Background: an optimization exercise with open tools, aiming at small area. Do not read the settings as production practice. At most, simulation tests tie the RTL to the original design; equivalence was not proved. For run 2, only the layout was checked, not whether the RTL still works. Power is estimated from default activity; no workload was simulated.

==> flow/design.v (outline; a module is shown in full before it is edited, if it fits) <==
// module c7bifu_imd: 46 lines
// module decoder: 709 lines
// module c7bifu_dec: 106 lines
// module c7bifu: 195 lines
module c7bifu (
   input              clk,
   input              resetn,
   output [31:0]      ifu_icu_addr_ic1,
   output             ifu_icu_req_ic1,
   input              icu_ifu_ack_ic1,
   input              icu_ifu_data_valid_ic2,
   input  [63:0]      icu_ifu_data_ic2,
   input              exu_ifu_except,
   input  [31:0]      exu_ifu_isr_addr,
   input              exu_ifu_branch,
   input  [31:0]      exu_ifu_brn_addr,
   input              exu_ifu_ertn,
   input  [31:0]      exu_ifu_ert_addr,
   input              exu_ifu_stall,
   output             ifu_exu_vld_d,
   output [31:0]      ifu_exu_pc_d,
   output [4:0]       ifu_exu_rs1_d,
   output [4:0]       ifu_exu_rs2_d,
   output [4:0]       ifu_exu_rd_d,
   output             ifu_exu_wen_d,
   output [31:0]      ifu_exu_imm_shifted_d,
   output             ifu_exu_alu_vld_d,
   output [5:0]       ifu_exu_alu_op_d,  
   output             ifu_exu_alu_a_pc_d, 
   output [31:0]      ifu_exu_alu_c_d,
   output             ifu_exu_alu_double_word_d,
   output             ifu_exu_alu_b_imm_d,
   output             ifu_exu_lsu_vld_d,
   output [6:0]       ifu_exu_lsu_op_d,  
   output             ifu_exu_lsu_double_read_d,
   output             ifu_exu_bru_vld_d,
   output [3:0]       ifu_exu_bru_op_d,  
   output [31:0]      ifu_exu_bru_offset_d,
   output             ifu_exu_mul_vld_d,
   output             ifu_exu_mul_signed_d,
   output             ifu_exu_mul_double_d,
   output             ifu_exu_mul_hi_d,
   output             ifu_exu_mul_short_d,
   output             ifu_exu_csr_vld_d,
   output [13:0]      ifu_exu_csr_raddr_d,  
   output             ifu_exu_csr_xchg_d,
   output             ifu_exu_csr_wen_d,
   output [13:0]      ifu_exu_csr_waddr_d,  
   output             ifu_exu_ertn_vld_d,
   output             ifu_exu_exc_vld_d,
   output [5:0]       ifu_exu_exc_code_d
);
  // ...
==> flow/run.sh <==
#!/bin/bash
# synth_recipe.tcl (not shown) runs the flow's synth.tcl, then flattens the netlist and writes it again
# the make line also repeats each setting of config.mk as NAME=value (left out here)
make -C /OpenROAD-flow-scripts/flow DESIGN_CONFIG=/design/flow/config.mk WORK_HOME=/design/flow/orfs CLKGATE_MAP_FILE= SYNTH_SCRIPT=/design/flow/synth_recipe.tcl finish
==> flow/config.mk <==
export PLATFORM = sky130hd
export DESIGN_NAME = c7bifu
export DESIGN_NICKNAME = c7bifu
export VERILOG_FILES = /design/flow/design.v
export SDC_FILE = /design/flow/constraint.sdc
export NUM_CORES = 4
export LEC_CHECK = 0
export CAP_MARGIN = 20
export CORE_MARGIN = 2
export CORE_UTILIZATION = 40
export SLEW_MARGIN = 20
==> flow/constraint.sdc <==
create_clock -name core_clock -period 12.0 [get_ports {clk}]
set_input_delay 2.4000 -clock core_clock [delete_from_list [all_inputs] [get_ports {clk}]]
set_output_delay 2.4000 -clock core_clock [all_outputs]
set_load 0.01 [all_outputs]
==> summary.md, run 1 <==
| Metric | Value |
|---|---|
| Status | `timing/DRC/antenna clean` |
| Signal buffers share of area | `22.30%` |
| Final period utilization | `75.72%` |
| Post-CTS setup buffer count | `0` |
| Internal power | `1.463 mW` |
| N_taps | `461` |
| Post-synthesis mux area share | `5.951%` |
| Multi-input logic area | `0.007570 sq mm` |
| Fillers | `3332` |
| Crit path required time | `9.60 ns` |
| ANT nets after route | `0` |
| Commonest cells post-synth | `161 x edfxtp_1, 144 x nor2_1, 110 x nand2_1, 104 x clkbuf_1, 96 x o21ai_0` |
| Non-clk invs | `42` |
| Vias in the first global route | `14051` |
| Crit path depth | `13` |
| Layout area overhead | `31.46%` |
| Core Area | `0.03574 sq mm` |
| GRT met3 Usage | `7.237%` |
| CP Launch Type | `primary input` |
| Layout Nets | `2018` |
| Sequential cell area share | `30.40%` |
| Hold path startpoint | `rsync_q` |
| PwrDens | `104.0 mW/mm^2` |
| Slew Limit Fails | `0` |
| First-pass detailed-route iteration total | `10` |
| Worst-skew pair later-pin latency | `0.52 ns` |
| Seq. cell area | `0.005831 sq mm` |
| Sequential power | `863 uW` |
| Max cap viols | `0` |
| Die width | `195.0 um` |
| Comb power | `410 uW` |
| Setup_tns | `0 ns` |
| Tot Pwr | `1.994 mW` |
| Dpl hpwl | `46.58 mm` |
| Worst-path fanout max | `33` |
| # hold bufs at CTS | `0` |
==> module c7bifu_dec, before the edit <==
module c7bifu_dec (
   input              stall,
   input              inst_vld_d,
   input  [31:0]      inst_d,
   output             ifu_exu_vld_d,
   output [4:0]       ifu_exu_rs1_d,
   output [4:0]       ifu_exu_rs2_d,
   output [4:0]       ifu_exu_rd_d,
   output             ifu_exu_wen_d,
   output [31:0]      ifu_exu_imm_shifted_d,
   output             ifu_exu_alu_vld_d,
   output [5:0]       ifu_exu_alu_op_d,
   output             ifu_exu_alu_a_pc_d,
   output [31:0]      ifu_exu_alu_c_d,
   output             ifu_exu_alu_double_word_d,
   output             ifu_exu_alu_b_imm_d,
   output             ifu_exu_lsu_vld_d,
   output [6:0]       ifu_exu_lsu_op_d,
   output             ifu_exu_lsu_double_read_d,
   output             ifu_exu_bru_vld_d,
   output [3:0]       ifu_exu_bru_op_d,
   output [31:0]      ifu_exu_bru_offset_d,
   output             ifu_exu_mul_vld_d,
   output             ifu_exu_mul_signed_d,
   output             ifu_exu_mul_double_d,
   output             ifu_exu_mul_hi_d,
   output             ifu_exu_mul_short_d,
   output             ifu_exu_csr_vld_d,
   output [13:0]      ifu_exu_csr_raddr_d,
   output             ifu_exu_csr_xchg_d,
   output             ifu_exu_csr_wen_d,
   output [13:0]      ifu_exu_csr_waddr_d,
   output             ifu_exu_ertn_vld_d,
   output             dec_exc_vld_d,
   output [5:0]       dec_exc_code_d
);
   wire [60-1:0] op_d;
   wire [31:0] alu_c_d;
   wire [31:0] imm_shifted_d;
   wire [31:0] br_offs_d;
   decoder u_decoder(
      .inst                            (inst_d),
      .res                             (op_d)
   );
   c7bifu_imd u_imd(
      .inst                            (inst_d),
      .op                              (op_d),
      .imm_shifted                     (imm_shifted_d),
      .alu_c                           (alu_c_d),
      .br_offs                         (br_offs_d)
      );
   assign dec_exc_vld_d = (op_d[26] | op_d[25 ] | op_d[57]) & ifu_exu_vld_d;  
   assign dec_exc_code_d =  
                           op_d[26] ? 6'h0b :
                           op_d[25  ] ? 6'h0c :
                           op_d[57    ] ? 6'h0d :
                                              6'd0;
   wire alu_dispatch_d = ~op_d[13] && ~op_d[14] && ~op_d[4] && ~op_d[5] && ~op_d[15]
                         && ~op_d[27] && ~op_d[26] && ~op_d[25] && ~op_d[57];
   wire lsu_dispatch_d = op_d[13];
   wire bru_dispatch_d = op_d[14];
   wire mul_dispatch_d = op_d[4];
   wire none_dispatch_d = (op_d[15] || op_d[18] || op_d[17]);
   wire ertn_dispatch_d = op_d[27];
   assign ifu_exu_rs1_d = op_d[56  ] ? inst_d[ 4: 0] : inst_d[ 9: 5];
   assign ifu_exu_rs2_d = op_d[20] ? inst_d[ 4: 0] : inst_d[14:10];
   assign ifu_exu_wen_d = op_d[0];
   assign ifu_exu_rd_d = (op_d[14] && (op_d[31:28] == 4'd1)) ? 5'd1 : inst_d[ 4: 0];
   assign ifu_exu_imm_shifted_d = imm_shifted_d;
   assign ifu_exu_alu_vld_d = alu_dispatch_d & ifu_exu_vld_d;
   assign ifu_exu_alu_op_d = op_d[33:28];  
   assign ifu_exu_alu_a_pc_d = op_d[19];
   assign ifu_exu_alu_c_d = alu_c_d;
   assign ifu_exu_alu_double_word_d = op_d[6];
   assign ifu_exu_alu_b_imm_d = (op_d[8] || op_d[9] || op_d[10] || op_d[11]) & alu_dispatch_d;
   assign ifu_exu_lsu_vld_d = lsu_dispatch_d & ifu_exu_vld_d; 
   assign ifu_exu_lsu_op_d = op_d[34:28];
   assign ifu_exu_lsu_double_read_d = op_d[43] & lsu_dispatch_d;
   assign ifu_exu_bru_vld_d = bru_dispatch_d & ifu_exu_vld_d;
   assign ifu_exu_bru_op_d = op_d[31:28];
   assign ifu_exu_bru_offset_d = br_offs_d;
   assign ifu_exu_mul_vld_d = mul_dispatch_d & ifu_exu_vld_d;
   wire [4-1:0] mul_op_d = op_d[31:28];
   assign ifu_exu_mul_signed_d = mul_op_d == 4'b0000    ||
                                 mul_op_d == 4'b0001   ||
                                 mul_op_d == 4'b0011    ||
                                 mul_op_d == 4'b0100   ||
                                 mul_op_d == 4'b0110 ;
   assign ifu_exu_mul_double_d = mul_op_d == 4'b0011    ||
                                 mul_op_d == 4'b0100   ||
                                 mul_op_d == 4'b0101  ;
   assign ifu_exu_mul_hi_d     = mul_op_d == 4'b0001   ||
                                 mul_op_d == 4'b0010  ||
                                 mul_op_d == 4'b0100   ||
                                 mul_op_d == 4'b0101  ;
   assign ifu_exu_mul_short_d  = mul_op_d == 4'b0000    ||
                                 mul_op_d == 4'b0001   ||
                                 mul_op_d == 4'b0010  ;
   assign ifu_exu_csr_vld_d = none_dispatch_d & ifu_exu_vld_d;
   assign ifu_exu_csr_raddr_d = inst_d[23:10];
   assign ifu_exu_csr_xchg_d = op_d[41];
   assign ifu_exu_csr_wen_d = (op_d[41] | op_d[16]) & ifu_exu_csr_vld_d;
   assign ifu_exu_csr_waddr_d = inst_d[23:10];
   assign ifu_exu_ertn_vld_d = ertn_dispatch_d & ifu_exu_vld_d;
   assign ifu_exu_vld_d = inst_vld_d && ~stall;
endmodule
==> module c7bifu, before the edit <==
module c7bifu (
   input              clk,
   input              resetn,
   output [31:0]      ifu_icu_addr_ic1,
   output             ifu_icu_req_ic1,
   input              icu_ifu_ack_ic1,
   input              icu_ifu_data_valid_ic2,
   input  [63:0]      icu_ifu_data_ic2,
   input              exu_ifu_except,
   input  [31:0]      exu_ifu_isr_addr,
   input              exu_ifu_branch,
   input  [31:0]      exu_ifu_brn_addr,
   input              exu_ifu_ertn,
   input  [31:0]      exu_ifu_ert_addr,
   input              exu_ifu_stall,
   output             ifu_exu_vld_d,
   output [31:0]      ifu_exu_pc_d,
   output [4:0]       ifu_exu_rs1_d,
   output [4:0]       ifu_exu_rs2_d,
   output [4:0]       ifu_exu_rd_d,
   output             ifu_exu_wen_d,
   output [31:0]      ifu_exu_imm_shifted_d,
   output             ifu_exu_alu_vld_d,
   output [5:0]       ifu_exu_alu_op_d,  
   output             ifu_exu_alu_a_pc_d, 
   output [31:0]      ifu_exu_alu_c_d,
   output             ifu_exu_alu_double_word_d,
   output             ifu_exu_alu_b_imm_d,
   output             ifu_exu_lsu_vld_d,
   output [6:0]       ifu_exu_lsu_op_d,  
   output             ifu_exu_lsu_double_read_d,
   output             ifu_exu_bru_vld_d,
   output [3:0]       ifu_exu_bru_op_d,  
   output [31:0]      ifu_exu_bru_offset_d,
   output             ifu_exu_mul_vld_d,
   output             ifu_exu_mul_signed_d,
   output             ifu_exu_mul_double_d,
   output             ifu_exu_mul_hi_d,
   output             ifu_exu_mul_short_d,
   output             ifu_exu_csr_vld_d,
   output [13:0]      ifu_exu_csr_raddr_d,  
   output             ifu_exu_csr_xchg_d,
   output             ifu_exu_csr_wen_d,
   output [13:0]      ifu_exu_csr_waddr_d,  
   output             ifu_exu_ertn_vld_d,
   output             ifu_exu_exc_vld_d,
   output [5:0]       ifu_exu_exc_code_d
);
   wire flush = exu_ifu_except | exu_ifu_branch | exu_ifu_ertn;
   wire stall = exu_ifu_stall;
   reg  req_q;          
   reg  d_stall_q;      
   reg  cancel_q;       
   reg  rsync_q;        
   wire iq_full;
   wire init     = ~rsync_q;
   wire stall_pf = req_q | (d_stall_q & ~flush) | iq_full;
   wire pf_inc   = ~stall_pf & ~flush & ~init;
   wire icu_req  = ((~req_q & ~d_stall_q) | flush) & ~iq_full;
   always @(posedge clk) begin
      if (!resetn) begin
         req_q     <= 1'b0;
         d_stall_q <= 1'b0;
         cancel_q  <= 1'b0;
         rsync_q   <= 1'b0;
      end else begin
         req_q     <= ~icu_ifu_ack_ic1 & (icu_req | req_q);
         d_stall_q <= (d_stall_q & ~icu_ifu_data_valid_ic2) | icu_ifu_ack_ic1;
         if (icu_ifu_data_valid_ic2)
            cancel_q <= 1'b0;
         else if (flush)
            cancel_q <= d_stall_q;
         rsync_q   <= 1'b1;
      end
   end
   assign ifu_icu_req_ic1 = req_q;
   reg  [31:2] pf_q;
   wire [31:2] tgt = {30{exu_ifu_branch}} & exu_ifu_brn_addr[31:2] |
                     {30{exu_ifu_except}} & exu_ifu_isr_addr[31:2] |
                     {30{exu_ifu_ertn}}   & exu_ifu_ert_addr[31:2];
   wire [31:3] pf_q_inc = pf_q[31:3] + 29'd1;
   wire [31:2] pf_in = init     ? (30'h07000000 | tgt) :
                       flush    ? tgt :
                       stall_pf ? pf_q : {pf_q_inc, pf_q[2]};
   always @(posedge clk)
      pf_q <= pf_in;
   assign ifu_icu_addr_ic1 = {pf_in, 2'b00};
   wire data_vld = icu_ifu_data_valid_ic2 & ~cancel_q;
   reg  [1:0]  wr_q;        
   reg  [2:0]  rd_q;        
   reg         skip_q;      
   reg         fv_q;        
   reg  [63:0] blk0, blk1;
   reg  [1:0]  age0, age1;
   wire [2:0] count = {wr_q, 1'b0} - rd_q;
   assign iq_full   = (count > 3'd2);
   wire iq_empty    = (count == 3'd0);
   wire stall_iq;
   wire wr_en   = data_vld & ~iq_full;
   wire rd_en   = ~stall_iq & ~iq_empty & ~flush;
   wire skip_wr = wr_en & skip_q & stall_pf;
   always @(posedge clk or negedge resetn) begin
      if (!resetn) begin
         wr_q   <= 2'b0;
         rd_q   <= 3'b0;
         skip_q <= 1'b0;
         fv_q   <= 1'b0;
      end else if (flush) begin
         wr_q   <= 2'b0;
         rd_q   <= 3'b0;
         skip_q <= pf_in[2];
         fv_q   <= 1'b0;
      end else begin
         if (wr_en)
            wr_q <= wr_q + 2'd1;
         if (rd_en | skip_wr)
            rd_q <= rd_q + 3'd1;
         if (~stall_pf | wr_en)
            skip_q <= 1'b0;
         fv_q <= rd_en;
      end
   end
   always @(posedge clk) begin
      if (wr_en & ~wr_q[0]) blk0 <= icu_ifu_data_ic2;
      if (wr_en &  wr_q[0]) blk1 <= icu_ifu_data_ic2;
      age0 <= (wr_en & ~wr_q[0]) ? 2'd0 : age0 + {1'b0, pf_inc};
      age1 <= (wr_en &  wr_q[0]) ? 2'd0 : age1 + {1'b0, pf_inc};
   end
   wire [1:0]  fp     = rd_q[1:0] - 2'd1;
   wire [63:0] f_blk  = fp[1] ? blk1 : blk0;
   wire [31:0] f_inst = fp[0] ? f_blk[63:32] : f_blk[31:0];
   wire [1:0]  f_age  = fp[1] ? age1 : age0;
   reg  [31:0] inst_d;
   reg         half_d;
   reg  [1:0]  age_d;
   reg         vld_d;
   wire        reg_en = ~stall | flush;
   always @(posedge clk) begin
      if (!resetn)
         vld_d <= 1'b0;
      else if (reg_en)
         vld_d <= fv_q & ~flush;
   end
   always @(posedge clk) begin
      if (reg_en) begin
         inst_d <= f_inst;
         half_d <= fp[0];
         age_d  <= f_age + {1'b0, pf_inc};
      end else begin
         age_d  <= age_d + {1'b0, pf_inc};
      end
   end
   assign ifu_exu_pc_d = {pf_q[31:3] - {27'd0, age_d}, half_d, 2'b00};
   assign stall_iq = stall | ifu_exu_csr_vld_d | ifu_exu_lsu_vld_d;
   wire       dec_exc_vld_d;
   wire [5:0] dec_exc_code_d;
   c7bifu_dec u_dec (
      .stall                           (stall),
      .inst_vld_d                      (vld_d),
      .inst_d                          (inst_d),
      .ifu_exu_vld_d                   (ifu_exu_vld_d),
      .ifu_exu_rs1_d                   (ifu_exu_rs1_d),
      .ifu_exu_rs2_d                   (ifu_exu_rs2_d),
      .ifu_exu_rd_d                    (ifu_exu_rd_d),
      .ifu_exu_wen_d                   (ifu_exu_wen_d),
      .ifu_exu_imm_shifted_d           (ifu_exu_imm_shifted_d),
      .ifu_exu_alu_vld_d               (ifu_exu_alu_vld_d),
      .ifu_exu_alu_op_d                (ifu_exu_alu_op_d),
      .ifu_exu_alu_a_pc_d              (ifu_exu_alu_a_pc_d),
      .ifu_exu_alu_c_d                 (ifu_exu_alu_c_d),
      .ifu_exu_alu_double_word_d       (ifu_exu_alu_double_word_d),
      .ifu_exu_alu_b_imm_d             (ifu_exu_alu_b_imm_d),
      .ifu_exu_lsu_vld_d               (ifu_exu_lsu_vld_d),
      .ifu_exu_lsu_op_d                (ifu_exu_lsu_op_d),
      .ifu_exu_lsu_double_read_d       (ifu_exu_lsu_double_read_d),
      .ifu_exu_bru_vld_d               (ifu_exu_bru_vld_d),
      .ifu_exu_bru_op_d                (ifu_exu_bru_op_d),
      .ifu_exu_bru_offset_d            (ifu_exu_bru_offset_d),
      .ifu_exu_mul_vld_d               (ifu_exu_mul_vld_d),
      .ifu_exu_mul_signed_d            (ifu_exu_mul_signed_d),
      .ifu_exu_mul_double_d            (ifu_exu_mul_double_d),
      .ifu_exu_mul_hi_d                (ifu_exu_mul_hi_d),
      .ifu_exu_mul_short_d             (ifu_exu_mul_short_d),
      .ifu_exu_csr_vld_d               (ifu_exu_csr_vld_d),
      .ifu_exu_csr_raddr_d             (ifu_exu_csr_raddr_d),
      .ifu_exu_csr_xchg_d              (ifu_exu_csr_xchg_d),
      .ifu_exu_csr_wen_d               (ifu_exu_csr_wen_d),
      .ifu_exu_csr_waddr_d             (ifu_exu_csr_waddr_d),
      .ifu_exu_ertn_vld_d              (ifu_exu_ertn_vld_d),
      .dec_exc_vld_d                   (dec_exc_vld_d),
      .dec_exc_code_d                  (dec_exc_code_d)
   );
   assign ifu_exu_exc_vld_d = dec_exc_vld_d;
   assign ifu_exu_exc_code_d = dec_exc_code_d;
endmodule
==> run 2: changes to the inputs <==
--- a/flow/design.v
+++ b/flow/design.v
@@ -1,3 +1,288 @@
+module dffe_ns (din, en, clk, q);
+   parameter SIZE = 1;
+   input  [SIZE-1:0] din;
+   input             en;
+   input             clk;
+   output [SIZE-1:0] q;
+   reg    [SIZE-1:0] q;
+   always @(posedge clk)
+      q[SIZE-1:0] <= en ? din[SIZE-1:0] : q[SIZE-1:0];
+endmodule
+module dffrl_ns (din, clk, rst_l, q);
+   parameter SIZE = 1;
+   input  [SIZE-1:0] din;
+   input             clk;
+   input             rst_l;
+   output [SIZE-1:0] q;
+   reg    [SIZE-1:0] q;
+   always @(posedge clk)
+      q[SIZE-1:0] <= rst_l ? din[SIZE-1:0] : {SIZE{1'b0}};
+endmodule
+module dffrle_ns (din, rst_l, en, clk, q);
+   parameter SIZE = 1;
+   input  [SIZE-1:0] din;
+   input             en;
+   input             clk;
+   input             rst_l;
+   output [SIZE-1:0] q;
+   reg    [SIZE-1:0] q;
+   always @(posedge clk)
+      q[SIZE-1:0] <= rst_l ? (en ? din[SIZE-1:0] : q[SIZE-1:0]) : {SIZE{1'b0}};
+endmodule
+module c7bifu_fcl (
+   input              clk,
+   input              resetn,
+   output             ifu_icu_req_ic1,
+   input              icu_ifu_ack_ic1,
+   input              icu_ifu_data_valid_ic2,
+   input              exu_ifu_except,
+   input              exu_ifu_branch,
+   input              exu_ifu_ertn,
+   input              exu_ifu_stall,
+   output             pf_addr_sel_init,
+   output             pf_addr_sel_old,
+   output             pf_addr_sel_inc,
+   output             pf_addr_sel_brn,
+   output             pf_addr_sel_isr,
+   output             pf_addr_sel_ert,
+   output             pf_addr_en,
+   output             icu_data_vld,
+   output             stall,
+   output             flush,
+   input              iq_full
+);
+   wire addr_stall;
+   wire data_stall;
+   wire stall_pf;
+   wire stall_f;
+   wire icu_req;
+   wire icu_req_in;
+   wire icu_req_q;
+   wire d_stall_in;
+   wire d_stall_q;
+   wire except;
+   wire branch;
+   wire ertn;
+   wire data_cancel_in;
+   wire data_cancel_q;
+   wire data_cancel_en;
+   wire resetn_sync_q;
+   assign flush = except | branch | ertn;
+   assign addr_stall = icu_req_q; 
+   assign stall_pf = addr_stall | stall_f | iq_full;
+   assign stall_f = data_stall & ~flush;
+   assign icu_req = (( ~icu_req_q & ~d_stall_q) | flush)
+		    & ~iq_full
+		    ;  
+   assign icu_req_in = (~icu_ifu_ack_ic1) & (icu_req | icu_req_q);
+   dffrl_ns #(1) icu_req_reg (
+      .din (icu_req_in),
+      .clk (clk),
+      .rst_l (resetn),
+      .q   (icu_req_q));
+   assign ifu_icu_req_ic1 = icu_req_q;
+   assign d_stall_in = (d_stall_q & ~icu_ifu_data_valid_ic2) | icu_ifu_ack_ic1;
+   dffrl_ns #(1) d_stall_reg (
+      .din (d_stall_in),
+      .clk (clk),
+      .rst_l (resetn),
+      .q   (d_stall_q));
+   assign data_stall = d_stall_q;
+   assign except = exu_ifu_except;
+   assign branch = exu_ifu_branch;
+   assign ertn = exu_ifu_ertn;
+   assign pf_addr_sel_init = ~resetn_sync_q;
+   assign pf_addr_sel_old = stall_pf & ~pf_addr_sel_init & ~pf_addr_sel_brn & ~pf_addr_sel_isr & ~pf_addr_sel_ert;
+   assign pf_addr_sel_inc = ~stall_pf & ~flush & ~pf_addr_sel_init;
+   assign pf_addr_sel_brn = branch;
+   assign pf_addr_sel_isr = except;
+   assign pf_addr_sel_ert = ertn;
+   assign pf_addr_en = ~stall_pf | flush;
+   assign data_cancel_in = (data_stall & flush) & ~icu_ifu_data_valid_ic2;
+   assign data_cancel_en = flush | icu_ifu_data_valid_ic2;
+   assign icu_data_vld = icu_ifu_data_valid_ic2 & ~data_cancel_q;
+   assign stall = exu_ifu_stall;
+   dffrl_ns #(1) reset_sync_reg (
+      .din (1'b1),
+      .clk (clk),
+      .rst_l (resetn),
+      .q   (resetn_sync_q));
+   dffrle_ns #(1) data_cancel_reg (
+      .din (data_cancel_in),
+      .clk (clk),
+      .rst_l (resetn),
+      .en (data_cancel_en),
+      .q   (data_cancel_q));
+endmodule
+module c7bifu_iq (
+    input              clk,
+    input              resetn,
+    input  [31:0]      data_addr,
+    input  [63:0]      data,
+    input              data_vld,
+    input  [31:0]      start_addr,
+    input              stall,
+    input              flush,
+    output             iq_full,
+    output [31:0]      inst_addr,
+    output [31:0]      inst,
+    output             inst_vld
+);
+parameter DEPTH_BYTES = 128;
+parameter DEPTH_WORDS = 4;
+parameter WORD_BYTES = 4;
+localparam PTR_WIDTH = 2;   
+localparam COUNTER_WIDTH = PTR_WIDTH + 1;   
+reg [31:0] queue_addr [0:DEPTH_WORDS-1];
+reg [31:0] queue_data [0:DEPTH_WORDS-1];
+reg [PTR_WIDTH:0] wr_ptr;      
+reg [PTR_WIDTH:0] rd_ptr;      
+reg [PTR_WIDTH:0] entry_count;
+reg skip_first_half;
+reg [31:0] expected_addr;
+wire wr_en;
+wire rd_en;
+wire queue_full;
+wire queue_empty;
+wire [PTR_WIDTH-1:0] wr_ptr_idx;
+wire [PTR_WIDTH-1:0] rd_ptr_idx;
+always @(posedge clk or negedge resetn) begin
+    if (!resetn) begin
+        skip_first_half <= 1'b0;
+        expected_addr <= 32'b0;
+    end else if (flush) begin
+        skip_first_half <= start_addr[2];
+        expected_addr <= {start_addr[31:3], 3'b000};
+    end else if (wr_en && skip_first_half && (data_addr == expected_addr)) begin
+        skip_first_half <= 1'b0;
+    end
+end
+wire [PTR_WIDTH:0] free_slots;
+assign free_slots = DEPTH_WORDS - entry_count;
+assign queue_full = (free_slots < 2);
+assign queue_empty = (entry_count == 0);
+assign iq_full = queue_full;
+assign wr_en = data_vld && !queue_full;
+assign rd_en = !stall && !queue_empty && !flush;
+always @(posedge clk or negedge resetn) begin
+    if (!resetn) begin
+        entry_count <= {(PTR_WIDTH+1){1'b0}};
+    end else if (flush) begin
+        entry_count <= {(PTR_WIDTH+1){1'b0}};
+    end else begin
+        case ({wr_en, rd_en})
+            2'b01:   entry_count <= entry_count - 1'b1;
+            2'b10:   begin
+                if (skip_first_half && (data_addr == expected_addr)) begin
+                    entry_count <= entry_count + 1'b1;
+                end else begin
+                    entry_count <= entry_count + 2'b10;
+                end
+            end
+            2'b11:   begin
+                if (skip_first_half && (data_addr == expected_addr)) begin
+                    entry_count <= entry_count;   
+                end else begin
+                    entry_count <= entry_count + 1'b1;   
+                end
+            end
+            default: entry_count <= entry_count;
+        endcase
+    end
+end
+assign wr_ptr_idx = wr_ptr[PTR_WIDTH-1:0];
+assign rd_ptr_idx = rd_ptr[PTR_WIDTH-1:0];
+always @(posedge clk or negedge resetn) begin
+    if (!resetn) begin
+        wr_ptr <= {(PTR_WIDTH+1){1'b0}};
+        rd_ptr <= {(PTR_WIDTH+1){1'b0}};
+    end else if (flush) begin
+        wr_ptr <= {(PTR_WIDTH+1){1'b0}};
+        rd_ptr <= {(PTR_WIDTH+1){1'b0}};
+    end else begin
+        if (wr_en) begin
+            if (skip_first_half && (data_addr == expected_addr)) begin
+                wr_ptr <= wr_ptr + 1'b1;
+            end else begin
+                wr_ptr <= wr_ptr + 2'b10;   
+            end
+        end
+        if (rd_en) begin
+            rd_ptr <= rd_ptr + 1'b1;
+        end
+    end
+end
+integer i;
+always @(posedge clk or negedge resetn) begin
+    if (!resetn) begin
+        for (i = 0; i < DEPTH_WORDS; i = i + 1) begin
+            queue_addr[i] <= 32'b0;
+            queue_data[i] <= 32'b0;
+        end
+    end else if (flush) begin
+        for (i = 0; i < DEPTH_WORDS; i = i + 1) begin
+            queue_addr[i] <= 32'b0;
+            queue_data[i] <= 32'b0;
+        end
+    end else if (wr_en) begin
+        if (skip_first_half && (data_addr == expected_addr)) begin
+            queue_addr[wr_ptr_idx] <= expected_addr + 32'h4;
+            queue_data[wr_ptr_idx] <= data[63:32];
+        end else begin
+            queue_addr[wr_ptr_idx] <= data_addr;
+            queue_data[wr_ptr_idx] <= data[31:0];
+            if (DEPTH_WORDS == 4) begin
+                case (wr_ptr_idx)
+                    2'b00: begin
+                        queue_addr[2'b01] <= data_addr + 32'h4;
+                        queue_data[2'b01] <= data[63:32];
+                    end
+                    2'b01: begin
+                        queue_addr[2'b10] <= data_addr + 32'h4;
+                        queue_data[2'b10] <= data[63:32];
+                    end
+                    2'b10: begin
+                        queue_addr[2'b11] <= data_addr + 32'h4;
+                        queue_data[2'b11] <= data[63:32];
+                    end
+                    2'b11: begin
+                        queue_addr[2'b00] <= data_addr + 32'h4;
+                        queue_data[2'b00] <= data[63:32];
+                    end
+                endcase
+            end else begin
+                queue_addr[(wr_ptr_idx + 1) % DEPTH_WORDS] <= data_addr + 32'h4;
+                queue_data[(wr_ptr_idx + 1) % DEPTH_WORDS] <= data[63:32];
+            end
+        end
+    end
+end
+reg [31:0] inst_addr_reg;
+reg [31:0] inst_reg;
+reg inst_vld_reg;
+always @(posedge clk or negedge resetn) begin
+    if (!resetn) begin
+        inst_addr_reg <= 32'b0;
+        inst_reg <= 32'b0;
+        inst_vld_reg <= 1'b0;
+    end else if (flush) begin
+        inst_addr_reg <= 32'b0;
+        inst_reg <= 32'b0;
+        inst_vld_reg <= 1'b0;
+    end else begin
+        if (rd_en) begin
+            inst_addr_reg <= queue_addr[rd_ptr_idx];
+            inst_reg <= queue_data[rd_ptr_idx];
+            inst_vld_reg <= 1'b1;
+        end else begin
+            inst_vld_reg <= 1'b0;
+        end
+    end
+end
+assign inst_addr = inst_addr_reg;
+assign inst = inst_reg;
+assign inst_vld = inst_vld_reg;
+endmodule
 module c7bifu_imd(
    input  [31:0]                        inst,
    input  [60-1:0]  op,
@@ -754,10 +1039,15 @@
 assign res[59          ] = op_wait;
 endmodule
 module c7bifu_dec (
+   input              clk,
+   input              resetn,
    input              stall,
-   input              inst_vld_d,
-   input  [31:0]      inst_d,
+   input              flush,
+   input              inst_vld_f,
+   input  [31:0]      inst_addr_f,
+   input  [31:0]      inst_f,
    output             ifu_exu_vld_d,
+   output [31:0]      ifu_exu_pc_d,
    output [4:0]       ifu_exu_rs1_d,
    output [4:0]       ifu_exu_rs2_d,
    output [4:0]       ifu_exu_rd_d,
@@ -789,6 +1079,8 @@
    output             dec_exc_vld_d,
    output [5:0]       dec_exc_code_d
 );
+   wire [31:0] inst_d;
+   wire        inst_vld_d;
    wire [60-1:0] op_d;
    wire [31:0] alu_c_d;
    wire [31:0] imm_shifted_d;
@@ -857,6 +1149,26 @@
    assign ifu_exu_csr_wen_d = (op_d[41] | op_d[16]) & ifu_exu_csr_vld_d;
    assign ifu_exu_csr_waddr_d = inst_d[23:10];
    assign ifu_exu_ertn_vld_d = ertn_dispatch_d & ifu_exu_vld_d;
+   wire reg_en = ~stall | flush;
+   dffe_ns #(32) ifu_exu_pc_reg (
+      .din   (inst_addr_f & {32{~flush}}),
+      .en    (reg_en),
+      .clk   (clk),
+      .q     (ifu_exu_pc_d)
+   );
+   dffe_ns #(32) inst_reg (
+      .din   (inst_f & {32{~flush}}),
+      .en    (reg_en),
+      .clk   (clk),
+      .q     (inst_d)
+   );
+   dffrle_ns #(1) inst_vld_reg (
+      .din   (inst_vld_f & ~flush),
+      .rst_l (resetn),
+      .en    (reg_en),
+      .clk   (clk),
+      .q     (inst_vld_d)
+   );
    assign ifu_exu_vld_d = inst_vld_d && ~stall;
 endmodule
 module c7bifu (
@@ -907,119 +1219,83 @@
    output             ifu_exu_exc_vld_d,
    output [5:0]       ifu_exu_exc_code_d
 );
-   wire flush = exu_ifu_except | exu_ifu_branch | exu_ifu_ertn;
-   wire stall = exu_ifu_stall;
-   reg  req_q;          
-   reg  d_stall_q;      
-   reg  cancel_q;       
-   reg  rsync_q;        
-   wire iq_full;
-   wire init     = ~rsync_q;
-   wire stall_pf = req_q | (d_stall_q & ~flush) | iq_full;
-   wire pf_inc   = ~stall_pf & ~flush & ~init;
-   wire icu_req  = ((~req_q & ~d_stall_q) | flush) & ~iq_full;
-   always @(posedge clk) begin
-      if (!resetn) begin
-         req_q     <= 1'b0;
-         d_stall_q <= 1'b0;
-         cancel_q  <= 1'b0;
-         rsync_q   <= 1'b0;
-      end else begin
-         req_q     <= ~icu_ifu_ack_ic1 & (icu_req | req_q);
-         d_stall_q <= (d_stall_q & ~icu_ifu_data_valid_ic2) | icu_ifu_ack_ic1;
-         if (icu_ifu_data_valid_ic2)
-            cancel_q <= 1'b0;
-         else if (flush)
-            cancel_q <= d_stall_q;
-         rsync_q   <= 1'b1;
-      end
-   end
-   assign ifu_icu_req_ic1 = req_q;
-   reg  [31:2] pf_q;
-   wire [31:2] tgt = {30{exu_ifu_branch}} & exu_ifu_brn_addr[31:2] |
-                     {30{exu_ifu_except}} & exu_ifu_isr_addr[31:2] |
-                     {30{exu_ifu_ertn}}   & exu_ifu_ert_addr[31:2];
-   wire [31:3] pf_q_inc = pf_q[31:3] + 29'd1;
-   wire [31:2] pf_in = init     ? (30'h07000000 | tgt) :
-                       flush    ? tgt :
-                       stall_pf ? pf_q : {pf_q_inc, pf_q[2]};
-   always @(posedge clk)
-      pf_q <= pf_in;
-   assign ifu_icu_addr_ic1 = {pf_in, 2'b00};
-   wire data_vld = icu_ifu_data_valid_ic2 & ~cancel_q;
-   reg  [1:0]  wr_q;        
-   reg  [2:0]  rd_q;        
-   reg         skip_q;      
-   reg         fv_q;        
-   reg  [63:0] blk0, blk1;
-   reg  [1:0]  age0, age1;
-   wire [2:0] count = {wr_q, 1'b0} - rd_q;
-   assign iq_full   = (count > 3'd2);
-   wire iq_empty    = (count == 3'd0);
+   wire [31:0] pf_addr_in;
+   wire [31:0] pf_addr_q;
+   wire [31:0] pf_addr_inc;
+   wire pf_addr_sel_init;
+   wire pf_addr_sel_old;
+   wire pf_addr_sel_inc;
+   wire pf_addr_sel_brn;
+   wire pf_addr_sel_isr;
+   wire pf_addr_sel_ert;
+   wire pf_addr_en;
+   wire icu_data_vld;
+   wire [31:0] inst_addr_f;
+   wire [31:0] inst_f;
+   wire        inst_vld_f;
+   wire stall;
    wire stall_iq;
-   wire wr_en   = data_vld & ~iq_full;
-   wire rd_en   = ~stall_iq & ~iq_empty & ~flush;
-   wire skip_wr = wr_en & skip_q & stall_pf;
-   always @(posedge clk or negedge resetn) begin
-      if (!resetn) begin
-         wr_q   <= 2'b0;
-         rd_q   <= 3'b0;
-         skip_q <= 1'b0;
-         fv_q   <= 1'b0;
-      end else if (flush) begin
-         wr_q   <= 2'b0;
-         rd_q   <= 3'b0;
-         skip_q <= pf_in[2];
-         fv_q   <= 1'b0;
-      end else begin
-         if (wr_en)
-            wr_q <= wr_q + 2'd1;
-         if (rd_en | skip_wr)
-            rd_q <= rd_q + 3'd1;
-         if (~stall_pf | wr_en)
-            skip_q <= 1'b0;
-         fv_q <= rd_en;
-      end
-   end
-   always @(posedge clk) begin
-      if (wr_en & ~wr_q[0]) blk0 <= icu_ifu_data_ic2;
-      if (wr_en &  wr_q[0]) blk1 <= icu_ifu_data_ic2;
-      age0 <= (wr_en & ~wr_q[0]) ? 2'd0 : age0 + {1'b0, pf_inc};
-      age1 <= (wr_en &  wr_q[0]) ? 2'd0 : age1 + {1'b0, pf_inc};
-   end
-   wire [1:0]  fp     = rd_q[1:0] - 2'd1;
-   wire [63:0] f_blk  = fp[1] ? blk1 : blk0;
-   wire [31:0] f_inst = fp[0] ? f_blk[63:32] : f_blk[31:0];
-   wire [1:0]  f_age  = fp[1] ? age1 : age0;
-   reg  [31:0] inst_d;
-   reg         half_d;
-   reg  [1:0]  age_d;
-   reg         vld_d;
-   wire        reg_en = ~stall | flush;
-   always @(posedge clk) begin
-      if (!resetn)
-         vld_d <= 1'b0;
-      else if (reg_en)
-         vld_d <= fv_q & ~flush;
-   end
-   always @(posedge clk) begin
-      if (reg_en) begin
-         inst_d <= f_inst;
-         half_d <= fp[0];
-         age_d  <= f_age + {1'b0, pf_inc};
-      end else begin
-         age_d  <= age_d + {1'b0, pf_inc};
-      end
-   end
-   assign ifu_exu_pc_d = {pf_q[31:3] - {27'd0, age_d}, half_d, 2'b00};
-   assign stall_iq = stall | ifu_exu_csr_vld_d | ifu_exu_lsu_vld_d;
-   wire       dec_exc_vld_d;
+   wire stall_dec;
+   wire flush;
+   wire iq_full;
+   wire dec_exc_vld_d;
    wire [5:0] dec_exc_code_d;
-   c7bifu_dec u_dec (
+   assign stall_dec = stall;
+   assign stall_iq = stall | ifu_exu_csr_vld_d | ifu_exu_lsu_vld_d; 
+   c7bifu_fcl u_fcl (
+      .clk                             (clk),
+      .resetn                          (resetn),
+      .ifu_icu_req_ic1                 (ifu_icu_req_ic1),
+      .icu_ifu_ack_ic1                 (icu_ifu_ack_ic1),
+      .icu_ifu_data_valid_ic2          (icu_ifu_data_valid_ic2),
+      .exu_ifu_except                  (exu_ifu_except),
+      .exu_ifu_branch                  (exu_ifu_branch),
+      .exu_ifu_ertn                    (exu_ifu_ertn),
+      .exu_ifu_stall                   (exu_ifu_stall),
+      .pf_addr_sel_init                (pf_addr_sel_init),
+      .pf_addr_sel_old                 (pf_addr_sel_old),
+      .pf_addr_sel_inc                 (pf_addr_sel_inc),
+      .pf_addr_sel_brn                 (pf_addr_sel_brn),
+      .pf_addr_sel_isr                 (pf_addr_sel_isr),
+      .pf_addr_sel_ert                 (pf_addr_sel_ert),
+      .pf_addr_en                      (pf_addr_en),
+      .icu_data_vld                    (icu_data_vld),
       .stall                           (stall),
-      .inst_vld_d                      (vld_d),
-      .inst_d                          (inst_d),
+      .flush                           (flush),
+      .iq_full                         (iq_full)
+   );
+   assign pf_addr_inc = pf_addr_q + 4'h8;
+   assign pf_addr_in = {32{pf_addr_sel_init}} & 32'h1c000000     |
+                       {32{pf_addr_sel_old}}  & pf_addr_q        |
+                       {32{pf_addr_sel_inc}}  & pf_addr_inc      |      
+                       {32{pf_addr_sel_brn}}  & exu_ifu_brn_addr |
+                       {32{pf_addr_sel_isr}}  & exu_ifu_isr_addr |
+                       {32{pf_addr_sel_ert}}  & exu_ifu_ert_addr;		      
+   assign ifu_icu_addr_ic1 = pf_addr_in;
+   c7bifu_iq u_iq (
+      .clk                             (clk),
+      .resetn                          (resetn),
+      .data_addr                       ({ifu_icu_addr_ic1[31:3], 3'b0}),
+      .data                            (icu_ifu_data_ic2),
+      .data_vld                        (icu_data_vld),
+      .start_addr                      (ifu_icu_addr_ic1),
+      .stall                           (stall_iq),
+      .flush                           (flush),
+      .iq_full                         (iq_full),
+      .inst_addr                       (inst_addr_f),
+      .inst                            (inst_f),
+      .inst_vld                        (inst_vld_f)
+   );
+   c7bifu_dec u_dec (
+      .clk                             (clk),
+      .resetn                          (resetn),
+      .stall                           (stall_dec),
+      .flush                           (flush),
+      .inst_vld_f                      (inst_vld_f),
+      .inst_addr_f                     (inst_addr_f),
+      .inst_f                          (inst_f),
       .ifu_exu_vld_d                   (ifu_exu_vld_d),
+      .ifu_exu_pc_d                    (ifu_exu_pc_d),
       .ifu_exu_rs1_d                   (ifu_exu_rs1_d),
       .ifu_exu_rs2_d                   (ifu_exu_rs2_d),
       .ifu_exu_rd_d                    (ifu_exu_rd_d),
@@ -1051,6 +1327,11 @@
       .dec_exc_vld_d                   (dec_exc_vld_d),
       .dec_exc_code_d                  (dec_exc_code_d)
    );
-   assign ifu_exu_exc_vld_d = dec_exc_vld_d;
+   assign ifu_exu_exc_vld_d = dec_exc_vld_d;  
    assign ifu_exu_exc_code_d = dec_exc_code_d;
+   dffe_ns #(32) pf_addr_reg (
+      .din (pf_addr_in),
+      .en  (pf_addr_en),
+      .clk (clk),
+      .q   (pf_addr_q));
 endmodule
==> summary.md, run 2 <==
| Metric | Value |
|---|---|
| Post-synthesis sequential area ratio | `42.55% (was 39.96%)` |
| # port buffers | `406 (was 398)` |
| Seq. cell area | `0.01163 sq mm (was 0.005831 sq mm)` |
| RSZ-0062 raised after global routing | `no (unchanged)` |
| M2 GR Usage | `51.71% (was 48.43%)` |
| Asr flop ratio synth | `77.85% (was 3.349%)` |
| Multi-input logic area | `0.01411 sq mm (was 0.007570 sq mm)` |
| First-pass GRT wire length | `175.6 mm (was 92.51 mm)` |
| Slew Limit Fails | `0 (unchanged)` |
| PwrDens | `113.0 mW/mm^2 (was 104.0 mW/mm^2)` |
| Post-Place Worst Slack | `3.577 ns (was 2.989 ns)` |
| Commonest cells post-synth | `436 x nand2_1, 348 x dfrtp_1, 263 x o21ai_0, 231 x a21oi_1, 205 x clkbuf_1 (was 161 x edfxtp_1, 144 x nor2_1, 110 x nand2_1, 104 x clkbuf_1, 96 x o21ai_0)` |
| 1st-iter DRT viols | `3018 (was 1861)` |
| Post-synthesis register bit count | `447 (was 209)` |
| Critical Path AT | `6.41 ns (was 6.69 ns)` |
| Avg Vias per Cell | `6.366 (was 6.298)` |
| Worst-path fanout max | `42 (was 33)` |
| Most frequent cells in the layout | `435 x nand2_1, 405 x clkdlybuf4s50_1, 348 x dfrtp_1 (was 398 x clkdlybuf4s50_1, 161 x edfxtp_1, 143 x nor2_1)` |
| Boundary Pins | `414 (unchanged)` |
| Crit path setup slack, layout | `3.192 ns (was 2.914 ns)` |
| DRC | `0 (unchanged)` |
| Core Area | `0.06740 sq mm (was 0.03574 sq mm)` |
| Post-synth EDFFs | `94 (was 161)` |
| Syn avg cell area | `8.759 sq um (was 9.240 sq um)` |
| Largest net degree at the start of global routing | `194 (was 67)` |
| Synth warn | `6 (was 1)` |
| Most used routing layer | `met2 (unchanged)` |
| Peak supply drop | `0.09202 mV (was 0.1191 mV)` |
| Initial antenna violation count | `3 (was 2)` |
| Dpl hpwl | `82.52 mm (was 46.58 mm)` |
| Fillers | `6333 (was 3332)` |
| Clock buffer depth | `3 (unchanged)` |
| Count leader, synth | `nand2_1 (was edfxtp_1)` |
| Min Tclk post-route | `8.808 ns (was 9.086 ns)` |
| Max reg flops | `128` |
| Via count | `26922 (was 14579)` |
| Fmax | `113.5 MHz (was 110.1 MHz)` |
| First-pass detailed-route iteration total | `9 (was 10)` |
| GRT Overall Usage | `32.95% (was 31.93%)` |
| Grt ovf | `0 (unchanged)` |
| Vias in the first global route | `26059 (was 14051)` |
| Hold Path Class | `reg -> reg (unchanged)` |
| Final period utilization | `73.40% (was 75.72%)` |
| Crit path required time | `9.60 ns (about the same)` |
| Layout Nets | `3497 (was 2018)` |
| Commonest non-fill, non-tap cell in the layout | `nand2_1 (was clkdlybuf4s50_1)` |
| Ys flop type | `dfrtp_1 (was edfxtp_1)` |
| Crit Path Class | `reg -> out (was in -> out)` |
| CP top delay family | `compound AO/OA/AOI/OAI gates (was simple AND/OR/NAND/NOR gates)` |
| GRT met3 Usage | `5.712% (was 7.237%)` |
| PostCTS Resize Cnt | `0 (unchanged)` |
| Worst-path clk slew | `0.06 ns (about the same)` |
| Gpl congestion | `1.053 (was 1.059)` |
| Layout area overhead | `21.75% (was 31.46%)` |
| H-tree depth | `2 (was 1)` |
| Final setup vio count | `0 (unchanged)` |
| Die height | `265.4 um (was 195.0 um)` |
| Max cap viols | `0 (unchanged)` |
| CTS tree | `yes (unchanged)` |
| Wirelength per Cell | `28.16 um (was 27.11 um)` |
| TritonCTS Buffers | `50 (was 23)` |
| Cell area after synthesis | `0.02734 sq mm (was 0.01459 sq mm)` |
| Worst slew pin tran | `1.114 ns (was 1.169 ns)` |
| Post-CTS setup buffer count | `0 (unchanged)` |
| Die width | `265.4 um (was 195.0 um)` |
| Top reg by flops | `u_iq.queue_data` |
| Grt met1 use | `46.28% (was 43.98%)` |
| ANT nets after route | `0 (unchanged)` |
| Slew headroom | `25.58% (was 22.04%)` |
| Layout cell share with drive strength beyond 1 | `6.824% (was 8.306%)` |
| Critical path's largest stage delay | `0.90 ns (was 0.64 ns)` |
| Row count | `95 (was 69)` |
| Status | `timing/DRC/antenna clean (unchanged)` |
| Final Hold Vio Count | `0 (unchanged)` |
| CP Launch Type | `flop (was primary input)` |
| Clk root buf | `clkbuf_16 (unchanged)` |
| Synth area leader | `dfrtp_1 (was edfxtp_1)` |
| Critical-path cell list | `buf_4, nor4bb_1, nand4_1, nor4_1, buf_4, nand2_1, a211o_1, o21ai_0, nor4_1, a21oi_1, o21ai_0, a2111oi_0, clkdlybuf4s50_1 (was clkdlybuf4s50_1, buf_4, nor4b_1, or4b_1, nor2_1, nand4_1, nor3_1, nand4_1, nor2_1, nand3_1, xor2_1, o2111ai_1, clkdlybuf4s50_1)` |
| Sink Count | `447 (was 209)` |
| Buf/Inv on CP | `3 (unchanged)` |
| ANT cells | `0 (unchanged)` |
| # hold bufs at CTS | `0 (unchanged)` |
| Starting density of the core | `40.56% (was 40.82%)` |
| Setup_tns | `0 ns (unchanged)` |
| Final WL | `119.1 mm (was 62.77 mm)` |
| Die Area | `0.07045 sq mm (was 0.03802 sq mm)` |
| Crit path capture type | `output pin (unchanged)` |
| Distinct cell type count after synthesis | `96 (was 93)` |
| Worst-skew pair later-pin latency | `0.61 ns (was 0.52 ns)` |
| Critical path's slowest cell | `a2111oi_0 (was or4b_1)` |
| Top-area cell type share of the netlist area | `31.86% (was 33.14%)` |
| Static leakage | `13.53 nW (was 6.626 nW)` |
| Top post-synthesis cells by area | `dfrtp_1 32%, edfxtp_1 10%, nand2_1 6.0% (was edfxtp_1 33%, dfxtp_1 5.6%, mux4_2 4.9%)` |
| Clk_skew | `0.02787 ns (was 0.02766 ns)` |
| Post-synthesis cell count | `3121 (was 1579)` |
| Biggest registers after layout | `u_iq.queue_data x128, u_iq.queue_addr x120 (was blk0 x64, blk1 x64, inst_d x32)` |
-- run 2: cell families (layout without fill, tap and decap cells) --
kind of cell / count (synthesis) / in the layout / share of synthesized area (%)
AOI/OAI and AO/OA: 952 / 952 / 23.69
xor gates and xnor gates: 45 / 45 / 1.442
adders and majority gates: 15 / 15 / 0.6774
buffers and inverters: 383 / 612 / 6.655
DFF: 447 / 447 / 42.55
muxes: 94 / 94 / 3.538
other: 1 / 7 / 0.01372
and+or+nand+nor: 1184 / 1184 / 21.44
-- run 2: worst paths after layout --
check / from / slack, ns / depth (start not counted) / to
min reg2reg: u_iq.queue_addr[3][21] / 0.49 / 1 / u_iq.queue_addr[3][21]
min in group asynchronous: resetn / 1.84 / 1 / u_iq.expected_addr[10]
min: u_iq.queue_addr[3][21] / 0.49 / 1 / u_iq.queue_addr[3][21]
max in group asynchronous: resetn / 8.66 / 2 / u_iq.inst_addr_reg[3]
max reg2reg: u_iq.entry_count[1] / 5.26 / 15 / u_iq.queue_data[3][24]
max: u_dec.inst_reg.q[25] / 3.19 / 13 / ifu_exu_alu_b_imm_d
-- run 2: per-layer routing --
layer,vias to the layer above,routed length [um]
li1,11870,-
met1,13350,51370
met2,1498,53880
met3,198,9940
met4,6,3842
met5,-,46
-- run 2: layout make-up --
cell class | instances | share of cell area (%)
Multi-Input combinational cell | 2297 | 42.38
Sequential cell | 447 | 34.94
Timing Repair Buffer | 477 | 13.90
Clock buffer | 71 | 4.300
Tap cell | 873 | 3.282
Clock inverter | 22 | 0.7142
Inverter | 42 | 0.4736
-- run 2: where the power goes --
group / total, mW / internal, mW / switching [mW]
combinational: 0.572 / 0.214 / 0.358
sequential: 1.63 / 1.59 / 0.0397
clock: 1.56 / 0.919 / 0.642
total: 3.76 / 2.72 / 1.04
-- run 2: through the flow --
step	power, mW	instance area, sq um	utilization (%)	hold slack, ns	std cells
after floorplan	1.923	27360	-	0.4551	3127
after global placement	2.216	31590	46.88	0.4680	4135
after detailed placement	2.220	31590	46.88	0.4725	4135
after CTS	3.780	33260	49.35	0.4938	4228
after global routing	3.893	33280	49.39	0.5005	4229
final	3.762	33280	49.39	0.4934	4229

[re-timing with driven ports]
No port has a modelled driver above. Below, the same layouts with a new extraction and two added sets of constraints. Step 1, drivers: a clkbuf_16 drives clk and a buf_2 each remaining input, both assumed. Step 2 moves the port delays by t, midway between the first and last clock arrival at a register: inputs arrive t later, outputs are due t later. That takes back most of the time a late clock gives input paths. Three values: no drivers, after step 1, after step 2; two values: the first two.
run | t (ns) | slack for setup (ns) | hold slack, ns | worst register clock-pin slew, ns | worst data-port slew with drivers (ns)
run 1 | 0.559 | 2.914 / 2.883 / 2.883 | 0.494 / 0.494 / 0.494 | 0.06 / 0.06 | 0.07
run 2 | 0.657 | 3.192 / 3.128 / 3.502 | 0.493 / 0.493 / 0.493 | 0.07 / 0.07 | 0.07
After both steps every run listed still meets setup and hold. For run 1, which loses most, drivers alone change the setup slack by -0.031 ns; drivers and shift together by -0.031 ns.
